Background: an optimization exercise with open tools, aiming at small area and a short achievable clock period. Do not read the settings as production practice. The RTL was checked by simulation tests, not by an equivalence proof against the original design. Power figures rest on the tool's default switching activity, not on a simulated workload.

job 1267:
// KEYBOARD_CONTROLLER
module KEYBOARD_CONTROLLER (
	RST_N     ,
	DATA      ,
	CLK_50MHZ ,
	PS2CLK    ,
	ASCII_OUT ,
	COLOR     ,
	COMMAND
	);
make LEC_CHECK=0 CAP_MARGIN=20 CORE_MARGIN=2 CORE_UTILIZATION=40 CTS_BUF_LIST=sky130_fd_sc_hd__clkbuf_8 CTS_CLUSTER_DIAMETER=50 CTS_CLUSTER_SIZE=12 SLEW_MARGIN=20 finish   # period 160.0 ns
run.sh (not shown) runs the stock make flow with config.mk's settings and CLKGATE_MAP_FILE= SYNTH_SCRIPT=/design/flow/synth_recipe.tcl, a recipe that flattens the netlist after the stock synthesis.
Having completed the whole flow, job 1267 delivered a layout that passed the timing, DRC and antenna checks.
Input-level comparison between job 9646 and job 1267:
- CTS_CLUSTER_DIAMETER: 50 -> 60
- CTS_CLUSTER_SIZE: 12 -> 16
--- outcome ---
Diff job 1267..job 9646 | number of max-capacitance violations reported | negligible
| maximum frequency from static timing analysis | job 9646 vs job 1267 | ≈ equal |
Taking job 1267 as the reference, in job 9646 synthesis-to-layout area growth fell 1.7 points; detail-routed net length per standard cell about even; net total in the final layout fell 0.92%.
Higher remaining max-slew budget at the tightest pin was reported by job 1267, not job 9646.
### job 9646 -> job 506
- CTS_BUF_LIST now sky130_fd_sc_hd__clkbuf_16, was sky130_fd_sc_hd__clkbuf_8
- CTS_CLUSTER_SIZE now 20, was 16
### Flow results
Diff job 506..job 9646 | post-synth design cell area | unchanged. Job 506 vs. job 9646: multi-input combinational area share moved down, fraction of met1 tracks used by global routing moved up. | area overhead of the layout relative to synthesis | job 506 vs job 9646 | 2.1 points higher |. Relative to job 9646, job 506 degrades worst hold slack. In job 506 relative to job 9646, met3 layer wire length in the routed design had gone down by a few percent. Total power deteriorates in job 506 relative to job 9646. [job 506 vs job 9646] setup slack: higher in job 506. As far as maximum clock frequency is concerned, job 9646 and job 506 perform about the same. On final cycle utilization of the critical path, job 9646 tracks job 506 almost exactly. Between job 506 and job 9646, the difference in global-route wire length before repair is negligible.


indigo:
KEYBOARD_CONTROLLER, a different RTL version from the one above (not shown whole).
Size in the first run: ~2500 cells after synthesis, ~26000 sq um of cells after synthesis.
==> flow/config.mk <==
export PLATFORM = sky130hd
export DESIGN_NAME = KEYBOARD_CONTROLLER
export DESIGN_NICKNAME = KEYBOARD_CONTROLLER
export VERILOG_FILES = /design/flow/design.v
export SDC_FILE = /design/flow/constraint.sdc
export NUM_CORES = 4
export LEC_CHECK = 0
export CAP_MARGIN = 20
export CORE_MARGIN = 2
export CORE_UTILIZATION = 70
export CTS_BUF_LIST = sky130_fd_sc_hd__clkbuf_8
export CTS_CLUSTER_DIAMETER = 60
export CTS_CLUSTER_SIZE = 16
export SLEW_MARGIN = 20
==> flow/constraint.sdc <==
create_clock -name core_clock -period 160.0 [get_ports {CLK_50MHZ}]
set_input_delay 32.0000 -clock core_clock [delete_from_list [all_inputs] [get_ports {CLK_50MHZ}]]
set_output_delay 32.0000 -clock core_clock [all_outputs]
set_load 0.01 [all_outputs]
standard.sh (not shown) runs the stock make flow with config.mk's settings and CLKGATE_MAP_FILE= SYNTH_SCRIPT=/design/flow/synth_recipe.tcl, a recipe that flattens the netlist after the stock synthesis.
==> flow/flow/run.sh <==
#!/bin/bash
set -euo pipefail
export BUFFER_PORTS_ARGS="-buffer_cell sky130_fd_sc_hd__buf_2"
bash standard.sh finish > flow_make.log 2>&1
Here is what was changed in the inputs of delta compared with indigo.
- swapping 70 for 60 in CORE_UTILIZATION
==> notes.md <==
- delta against indigo: first-iteration DRC count went down by 35%; overall routing resource usage went down by 12 points; non-clock buffer count went down by 2.0%.
- [delta] wire length of the first global-routing pass fell 19000 microns relative to indigo
- Against indigo, the final cell area of delta is higher.
- delta ends up with a area growth from synthesis to final layout that is 1.1 points higher than in indigo.
- NOTE: final critical path time including I/O delays and setup in delta falls short of that of indigo
- For the total cell area at the placement stage, delta came in about 0.54% higher than indigo did.

-- what the ideal ports hide --
In the flow no input, the clock included, has a driving cell. The finished layouts below were timed again as built, in two steps. Step 1 assumes that a clkbuf_16 drives the clock port and a buf_2 every other input. Step 2 also shifts input and output timing later by t, the mid clock arrival at the registers, as if the neighbouring blocks saw the same clock. Three values: ideal ports, drivers, drivers and shift; two values: the first two.
run | t, ns | setup slack, ns | hold WS [ns] | worst register clock-pin slew, ns | worst slew at a driven data input, ns
job 1267 | 0.762 | 126.178 / 126.115 / 126.878 | 0.305 / 0.305 / 0.305 | 0.08 / 0.08 | 0.03
job 9646 | 0.763 | 126.192 / 126.129 / 126.892 | 0.311 / 0.311 / 0.311 | 0.10 / 0.10 | 0.03
job 506 | 0.672 | 126.277 / 126.214 / 126.886 | 0.281 / 0.281 / 0.281 | 0.08 / 0.08 | 0.03
indigo | 0.764 | 126.663 / 126.608 / 127.372 | 0.294 / 0.294 / 0.294 | 0.12 / 0.12 | 0.05
delta | 0.761 | 126.700 / 126.649 / 127.410 | 0.299 / 0.299 / 0.299 | 0.10 / 0.10 | 0.03
After both steps setup and hold are still met in every run listed.
